Context: an optimization exercise on an open-source flow, tuned for small area. The choices shown serve that exercise and are no tape-out recipe. The RTL was checked by simulation tests, not by an equivalence proof against the original design. No driver is modelled on the clock port, so clock power and skew are understated where the tree is cut down; a real chip needs a root buffer or a tree. Power figures rest on the tool's default switching activity, not on a simulated workload.

==> flow/design.v <==
module elevator_controller #(
  parameter N = 8,
  parameter NUM_CLK_DELAY = 1024
  )(
  input                    clk,     
  input                    rst_n,   
  input  [N-1:0]           button_up,
  input  [N-1:0]           button_down,
  input                    button_close,
  input                    button_open,
  input  [N-1:0]           button_select_floor,
  input  [N-1:0]           floor_sensor,
  input                    overweight_sensor,
  input                    fire_alert,
  output                   close_door,
  output                   open_door,
  output                   motor_up,
  output                   motor_down,
  output reg               direction_up,
  output reg               direction_down
);
  localparam CHECK = 2'b00, UP = 2'b01, DOWN = 2'b10, OPEN = 2'b11;
  localparam CW = $clog2(NUM_CLK_DELAY);
  reg  [1:0] state;
  reg  [2:0] floor_reg;
  reg  [CW-1:0] elapsed;
  reg           done;
  reg  [2:0] cf;
  integer i;
  always @(*) begin
    cf = floor_reg;
    for (i = 0; i < N; i = i + 1)
      if (floor_sensor[i]) cf = i;
  end
  wire [N-1:0] rq = button_select_floor | button_up | button_down;
  reg higher, lower;
  always @(*) begin
    higher = 1'b0;
    lower  = 1'b0;
    for (i = 0; i < N; i = i + 1) begin
      if (i > cf) higher = higher | rq[i];
      if (i < cf) lower  = lower  | rq[i];
    end
  end
  wire rq_c   = rq[cf];
  wire up_c   = button_up[cf];
  wire down_c = button_down[cf];
  wire up_floor   = ({1'b0, cf} == {1'b0, floor_reg} + 4'd1);
  wire down_floor = ({1'b0, cf} + 4'd1 == {1'b0, floor_reg});
  wire s_check = (state == CHECK);
  wire s_open  = (state == OPEN);
  assign motor_up   = (state == UP);
  assign motor_down = (state == DOWN);
  wire hold = overweight_sensor | button_open;
  assign close_door = s_open & ~hold & (button_close | done);
  assign open_door  = s_open & ~close_door;
  wire inc = s_open & ~hold & ~button_close;
  wire open_req = rq_c & (up_c ? ~direction_down : (~down_c | ~direction_up));
  wire init = s_check & ~fire_alert & open_req;
  reg [1:0] next_state;
  always @(*) begin
    case (state)
      CHECK:
        if (fire_alert | open_req)               next_state = OPEN;
        else if (higher & ~direction_down)       next_state = UP;
        else if (lower & ~higher & ~direction_up) next_state = DOWN;
        else                                     next_state = CHECK;
      UP:   next_state = up_floor   ? CHECK : UP;
      DOWN: next_state = down_floor ? CHECK : DOWN;
      default: next_state = close_door ? CHECK : OPEN;
    endcase
  end
  always @(posedge clk or negedge rst_n) begin
    if (~rst_n) begin
      state          <= CHECK;
      floor_reg      <= 3'd0;
      direction_up   <= 1'b0;
      direction_down <= 1'b0;
      done           <= 1'b1;
    end else begin
      state     <= next_state;
      floor_reg <= cf;
      if (up_floor) begin
        direction_up   <= (cf != N-1);
        direction_down <= 1'b0;
      end else if (down_floor) begin
        direction_up   <= 1'b0;
        direction_down <= (cf != 0);
      end else begin
        direction_up   <= direction_up & (up_c | higher);
        direction_down <= direction_down & (down_c | lower);
      end
      done <= ~init & (done | (inc & (&elapsed)));
    end
  end
  always @(posedge clk) begin
    if (init)
      elapsed <= {CW{1'b0}};
    else if (inc)
      elapsed <= elapsed + 1'b1;
  end
endmodule
==> flow/config.mk <==
export PLATFORM = sky130hd
export DESIGN_NAME = elevator_controller
export DESIGN_NICKNAME = elevator_controller
export VERILOG_FILES = /design/flow/design.v
export SDC_FILE = /design/flow/constraint.sdc
export NUM_CORES = 4
export LEC_CHECK = 0
export CAP_MARGIN = 20
export CORE_MARGIN = 2
export CORE_UTILIZATION = 25
export GPL_TIMING_DRIVEN = 0
export SLEW_MARGIN = 20
==> flow/constraint.sdc <==
create_clock -name core_clock -period 10.0 [get_ports {clk}]
set_input_delay 2.0000 -clock core_clock [delete_from_list [all_inputs] [get_ports {clk}]]
set_output_delay 2.0000 -clock core_clock [all_outputs]
set_load 0.01 [all_outputs]
standard.sh (not shown) runs the stock make flow with config.mk's settings and CLKGATE_MAP_FILE= SYNTH_SCRIPT=/design/flow/synth_recipe.tcl, a recipe that flattens the netlist after the stock synthesis.
==> flow/flow/run.sh <==
#!/bin/bash
# Own layout flow: the standard ORFS flow (standard.sh), with these changes:
#  - synthesis maps logic with an area-oriented ABC script (flow/abc.script)
#    and without the half/full-adder extraction step
#  - port buffers use the smallest buffer cell
#  - the clock tree is one clock buffer driving all flip-flops
#    (flow/post_cts.tcl collapses the tree CTS builds)
# Each tool's full output goes to the ORFS logs under orfs/logs; make's own
# output goes to flow.log.
set -euo pipefail
W=$PWD
rm -rf "$W/scripts"
cp -r "$FLOW_HOME/scripts" "$W/scripts"
cp "$W/flow/abc.script" "$W/scripts/abc_speed.script"
CTS="-sink_clustering_enable -repair_clock_nets -buf_list {sky130_fd_sc_hd__clkbuf_4} -root_buf sky130_fd_sc_hd__clkbuf_4 -dont_use_dummy_load"
bash standard.sh "SCRIPTS_DIR=$W/scripts" "ADDER_MAP_FILE=" \
  "BUFFER_PORTS_ARGS=-buffer_cell sky130_fd_sc_hd__buf_1" \
  "CTS_ARGS=$CTS" "POST_CTS_TCL=$W/flow/post_cts.tcl" \
  "POST_CTS_ROOT_CELL=sky130_fd_sc_hd__clkbuf_8" finish > "$W/flow.log" 2>&1
==> flow/flow/post_cts.tcl <==
# Collapse the clock tree that CTS built (a root buffer feeding a few leaf
# buffers) into the root buffer alone, driving every flip-flop directly.
# Every flip-flop still gets its clock through the same single buffer.
set block [ord::get_db_block]
set clk_port_net [$block findNet clk]
set root ""
foreach it [$clk_port_net getITerms] {
  if { [[$it getMTerm] getIoType] == "INPUT" } {
    set inst [$it getInst]
    if { [string match "sky130_fd_sc_hd__clkbuf_*" [[$inst getMaster] getName]] } {
      if { $root != "" } { puts "post_cts: more than one buffer on clk, leaving the tree"; set root "x" }
      if { $root == "" } { set root $inst }
    }
  }
}
if { $root != "" && $root != "x" } {
  set rnet [[$root findITerm X] getNet]
  set leaves {}
  foreach it [$rnet getITerms] {
    set inst [$it getInst]
    if { $inst == $root } { continue }
    if { [string match "sky130_fd_sc_hd__clkbuf_*" [[$inst getMaster] getName]] } {
      lappend leaves $inst
    }
  }
  foreach leaf $leaves {
    set lnet [[$leaf findITerm X] getNet]
    set sinks {}
    foreach it [$lnet getITerms] {
      if { [$it getInst] != $leaf } { lappend sinks $it }
    }
    foreach it $sinks {
      $it disconnect
      $it connect $rnet
    }
    puts "post_cts: removed [$leaf getName], moved [llength $sinks] sinks to [$rnet getName]"
    odb::dbInst_destroy $leaf
    odb::dbNet_destroy $lnet
  }
  if { [[$root getMaster] getName] != $::env(POST_CTS_ROOT_CELL) } {
    replace_cell [$root getName] $::env(POST_CTS_ROOT_CELL)
  }
  detailed_placement
  check_placement -verbose
  estimate_parasitics -placement
  report_clock_skew
  report_checks -path_delay min_max
}
Other scripts of this flow, unchanged in this note and not shown: flow/flow/abc.script
Change:
--- a/flow/flow/run.sh
+++ b/flow/flow/run.sh
@@ -19 +19 @@
-  "POST_CTS_ROOT_CELL=sky130_fd_sc_hd__clkbuf_8" finish > "$W/flow.log" 2>&1
+  "POST_CTS_ROOT_CELL=sky130_fd_sc_hd__clkbuf_4" finish > "$W/flow.log" 2>&1
--- a/flow/flow/post_cts.tcl
+++ b/flow/flow/post_cts.tcl
@@ -40,3 +40 @@
-  if { [[$root getMaster] getName] != $::env(POST_CTS_ROOT_CELL) } {
-    replace_cell [$root getName] $::env(POST_CTS_ROOT_CELL)
-  }
+  replace_cell $root $::env(POST_CTS_ROOT_CELL)
Settings changed: CORE_UTILIZATION 25 to 40.
=>
- The changed run never finished: it broke off in 4_1_cts on STA-0124
- area after synthesis is unchanged
- synthesized cell count is unchanged

== run A ==
// elevator_controller: RTL as listed in full above, without the edits since
export LEC_CHECK = 0
export CAP_MARGIN = 0
export CORE_AREA = 2.3 2.72 59.8 59.84
export DIE_AREA = 0 0 62 62
export GPL_TIMING_DRIVEN = 0
export SLEW_MARGIN = 0
create_clock -name core_clock -period 10.0 [get_ports {clk}]
==> flow/flow/run.sh <==
#!/bin/bash
# Own layout flow: the standard ORFS flow (standard.sh), with these changes:
#  - synthesis maps logic with an area-oriented ABC script (flow/abc.script.in):
#    it is run with several deepsyn seeds, and the seed giving the smallest
#    netlist is used for the layout; no half/full-adder extraction step
#  - port buffers use the smallest buffer cell
#  - the clock tree is one buffer driving all flip-flops
#    (flow/post_cts.tcl collapses the tree CTS builds)
# Each tool's full output goes to the ORFS logs under orfs/logs (and
# trial_N/orfs/logs for the synthesis trials); make's own output goes to
# flow.log and trial_N/make.log.
set -euo pipefail
W=$PWD
SEEDS="0 1 2 3 4 5 6 7"
JOBS=${NUM_CORES:-4}

make_scripts() {  # $1 = folder, $2 = seed
  rm -rf "$1/scripts"
  mkdir -p "$1"
  cp -r "$FLOW_HOME/scripts" "$1/scripts"
  sed "s/@SEED@/$2/" "$W/flow/abc.script.in" > "$1/scripts/abc_speed.script"
}

# synthesis trials, JOBS at a time
n=0
for S in $SEEDS; do
  T="$W/trial_$S"
  make_scripts "$T" "$S"
  ( bash standard.sh "SCRIPTS_DIR=$T/scripts" "ADDER_MAP_FILE=" "WORK_HOME=$T/orfs" synth \
      > "$T/make.log" 2>&1 || true ) &
  n=$((n + 1))
  if (( n % JOBS == 0 )); then wait; fi
done
wait

BEST=""; BEST_AREA=""
for S in $SEEDS; do
  R="$W/trial_$S/orfs/reports/sky130hd/elevator_controller/base/synth_stat.txt"
  [[ -f $R ]] || continue
  A=$(awk '/Chip area for module/ {print $NF}' "$R" | tail -1)
  echo "trial seed $S: synth area $A" | tee -a "$W/trials.log"
  if [[ -z $BEST ]] || awk -v a="$A" -v b="$BEST_AREA" 'BEGIN{exit !(a < b)}'; then
    BEST=$S; BEST_AREA=$A
  fi
done
[[ -n $BEST ]] || { echo "no synthesis trial finished"; exit 1; }
echo "using seed $BEST (synth area $BEST_AREA)" | tee -a "$W/trials.log"

make_scripts "$W" "$BEST"
CTS="-sink_clustering_enable -repair_clock_nets -buf_list {sky130_fd_sc_hd__clkbuf_4} -root_buf sky130_fd_sc_hd__clkbuf_4 -dont_use_dummy_load"
bash standard.sh "SCRIPTS_DIR=$W/scripts" "ADDER_MAP_FILE=" \
  "BUFFER_PORTS_ARGS=-buffer_cell sky130_fd_sc_hd__buf_1" \
  "CTS_ARGS=$CTS" "POST_CTS_TCL=$W/flow/post_cts.tcl" \
  "POST_CTS_ROOT_CELL=sky130_fd_sc_hd__buf_6" finish > "$W/flow.log" 2>&1
# trial folders are only needed for their logs
for S in $SEEDS; do rm -rf "$W/trial_$S/orfs/results" "$W/trial_$S/orfs/objects" "$W/trial_$S/scripts"; done
==> flow/flow/abc.script.in <==
strash
&get -n
&deepsyn -J 300 -T 600 -S @SEED@
&put
&get -n
&dch -f
&nf -R 1000 -p -F 10 -C 32
&put
==> flow/flow/post_cts.tcl <==
# Collapse the clock tree that CTS built (a root buffer feeding a few leaf
# buffers) into the root buffer alone, driving every flip-flop directly.
# Every flip-flop still gets its clock through the same single buffer.
set block [ord::get_db_block]
set clk_port_net [$block findNet clk]
set root ""
foreach it [$clk_port_net getITerms] {
  if { [[$it getMTerm] getIoType] == "INPUT" } {
    set inst [$it getInst]
    if { [string match "sky130_fd_sc_hd__clkbuf_*" [[$inst getMaster] getName]] } {
      if { $root != "" } { puts "post_cts: more than one buffer on clk, leaving the tree"; set root "x" }
      if { $root == "" } { set root $inst }
    }
  }
}
if { $root != "" && $root != "x" } {
  set rnet [[$root findITerm X] getNet]
  set leaves {}
  foreach it [$rnet getITerms] {
    set inst [$it getInst]
    if { $inst == $root } { continue }
    if { [string match "sky130_fd_sc_hd__clkbuf_*" [[$inst getMaster] getName]] } {
      lappend leaves $inst
    }
  }
  foreach leaf $leaves {
    set lnet [[$leaf findITerm X] getNet]
    set sinks {}
    foreach it [$lnet getITerms] {
      if { [$it getInst] != $leaf } { lappend sinks $it }
    }
    foreach it $sinks {
      $it disconnect
      $it connect $rnet
    }
    puts "post_cts: removed [$leaf getName], moved [llength $sinks] sinks to [$rnet getName]"
    odb::dbInst_destroy $leaf
    odb::dbNet_destroy $lnet
  }
  if { [[$root getMaster] getName] != $::env(POST_CTS_ROOT_CELL) } {
    replace_cell [$root getName] $::env(POST_CTS_ROOT_CELL)
  }
  detailed_placement
  check_placement -verbose
  estimate_parasitics -placement
  report_clock_skew
  report_checks -path_delay min_max
}
Here is what was changed in the inputs of run B compared with run A.
==> flow/flow/run.sh <==
#!/bin/bash
# Own layout flow: the standard ORFS flow (standard.sh), with these changes:
#  - synthesis maps logic with an area-oriented ABC script (flow/abc.script)
#    and without the half/full-adder extraction step
#  - port buffers use the smallest buffer cell
#  - the clock tree is one clock buffer driving all flip-flops
#    (flow/post_cts.tcl collapses the tree CTS builds)
# Each tool's full output goes to the ORFS logs under orfs/logs; make's own
# output goes to flow.log.
set -euo pipefail
W=$PWD
rm -rf "$W/scripts"
cp -r "$FLOW_HOME/scripts" "$W/scripts"
cp "$W/flow/abc.script" "$W/scripts/abc_speed.script"
CTS="-sink_clustering_enable -repair_clock_nets -buf_list {sky130_fd_sc_hd__clkbuf_4} -root_buf sky130_fd_sc_hd__clkbuf_4 -dont_use_dummy_load"
bash standard.sh "SCRIPTS_DIR=$W/scripts" "ADDER_MAP_FILE=" \
  "BUFFER_PORTS_ARGS=-buffer_cell sky130_fd_sc_hd__buf_1" \
  "CTS_ARGS=$CTS" "POST_CTS_TCL=$W/flow/post_cts.tcl" \
  "POST_CTS_ROOT_CELL=sky130_fd_sc_hd__clkbuf_8" finish > "$W/flow.log" 2>&1
==> flow/flow/abc.script (new file) <==
strash
&get -n
&deepsyn -J 300 -T 600
&put
&get -n
&dch -f
&nf -R 1000 -p -F 10 -C 32
&put
removed: flow/flow/abc.script.in
Notes after the runs:
Comparing run B against run A, there is no change at all in number of clock-tree buffers in the layout. Run B ended up with met1 as its peak-usage layer in the global routing report; run A ended up with met2. Switching fraction of total power ends up lower on run A. The run showing the greater wire length is run A. Looking at endpoint of the most critical setup path, the elapsed[4] result is from run A; the open_door one comes from run B. Run B went all the way through synthesis, placement and routing and the layout is clean on timing, DRC and antenna. Total power in run B is about 3% above run A. Between run B and run A, it is run B whose top achievable clock speed is higher, by about 14%. Summary of run B over run A: largest stage delay on the critical path fell by 0.44 ns, layout net count went up, fraction of met3 tracks used by global routing saw a decrease, post-synthesis xor/xnor area fraction rose by 0.71 points, effective utilization at floorplan went up 0.46 points. Looking at worst setup slack across both flows, run B is the stronger of the two, with run A trailing.
diff inputs: run B => run C
- an added CORE_MARGIN of 2
- an added CORE_UTILIZATION of 40
- a deleted CORE_AREA that had been 2.3 2.72 59.8 59.84
- a deleted DIE_AREA that had been 0 0 62 62
==> flow/flow/run.sh <==
#!/bin/bash
# Own layout flow: the standard ORFS flow (standard.sh), with these changes:
#  - synthesis maps logic with an area-oriented ABC script (flow/abc.script)
#    and without the half/full-adder extraction step
#  - port buffers use the smallest buffer cell
#  - the clock tree uses small clock buffers and no dummy loads
# Each tool's full output goes to the ORFS logs under orfs/logs; make's own
# output goes to flow.log.
set -euo pipefail
W=$PWD
rm -rf "$W/scripts"
cp -r "$FLOW_HOME/scripts" "$W/scripts"
cp "$W/flow/abc.script" "$W/scripts/abc_speed.script"
CTS="-sink_clustering_enable -repair_clock_nets -buf_list {sky130_fd_sc_hd__clkbuf_2 sky130_fd_sc_hd__clkbuf_4} -root_buf sky130_fd_sc_hd__clkbuf_4 -sink_clustering_size 30 -sink_clustering_max_diameter 200 -dont_use_dummy_load"
bash standard.sh "SCRIPTS_DIR=$W/scripts" "ADDER_MAP_FILE=" \
  "BUFFER_PORTS_ARGS=-buffer_cell sky130_fd_sc_hd__buf_1" \
  "CTS_ARGS=$CTS" finish > "$W/flow.log" 2>&1
==> flow/flow/abc.script <==
strash
&get -n
&deepsyn -T 60
&put
&get -n
&dch -f
&nf -R 1000 -p
&put
removed: flow/flow/post_cts.tcl
==> comparison <==
- Run C vs. run B: clock group share of total power went up by 3.4 points.
- From run B to run C the numbers moved as follows: summed area of non-filler cells in the final layout shows a reduction of 1.2%; share of total power consumed by net switching has decreased; non-filler instance count after layout lost 19; sequential power fell about 1%; net count of the mapped netlist now smaller.
- Sort run B and run C by headroom to the max-slew limit, descending, and run C comes first.
Here is what was changed in the inputs of run D compared with run C.
- a change of CORE_UTILIZATION from 40 to 25
- a change of CAP_MARGIN from 0 to 20
- a change of SLEW_MARGIN from 0 to 20
## What came out
Of run D and run C, the lower number of standard-cell rows in the floorplan belongs to run C.
Sort run D and run C by count of different cell masters after synthesis asc -> top: run D
Going from run C to run D, core region area grew by more than half.
Summary of the comparison: number of cells traversed by the worst register-to-register path is higher in run D, relative to run C.
Compared with run C, non-clock buffer count in run D increased by a few percent.
Relative to run C, summed area of non-filler cells in the final layout has gone up in run D.
button_open as the critical path launch point was reported by run D, and floor_sensor[2] by run C.
Taking run C as the reference point, the final clock period utilization by the worst path of run D falls by 2.9 points.
Taking run C as the reference, in run D transition time of the tightest slew-check pin fell 0.20 ns, routed wire length per instance fell about 10%.

-- port drivers added, routing unchanged --
No port has a modelled driver above. Below, the same layouts with a new extraction and two added sets of constraints.
Step 1: set_driving_cell puts a clkbuf_16 on clk and a buf_2 on each other input, an assumption about the parent block.
Step 2 also shifts input and output timing later by t, the mid clock arrival at the registers, as if the neighbouring blocks saw the same clock.
Slacks: ideal / step 1 / step 2; pairs: ideal / step 1.
| run | t, ns | setup slack, ns | latest minus earliest clock arrival (ns) | slew at the worst register clock pin (ns) | worst slew at a driven data input, ns |
|---|---|---|---|---|---|
| the first run of note 1 | 0.183 | 5.073 / 5.068 / 4.885 | 0.001 / 0.001 | 0.11 / 0.11 | 0.05 |
| run A | 0.159 | 4.671 / 4.671 / 4.512 | 0.002 / 0.002 | 0.11 / 0.11 | 0.03 |
| run B | 0.180 | 5.312 / 5.290 / 5.245 | 0.002 / 0.002 | 0.11 / 0.11 | 0.03 |
| run C | 0.302 | 4.874 / 4.870 / 4.568 | 0.008 / 0.008 | 0.10 / 0.10 | 0.03 |
| run D | 0.305 | 5.160 / 5.140 / 4.869 | 0.002 / 0.001 | 0.09 / 0.09 | 0.05 |
After both steps setup and hold are still met in every run listed. For run C, which loses most, drivers alone change the setup slack by -0.004 ns; drivers and shift together by -0.306 ns.
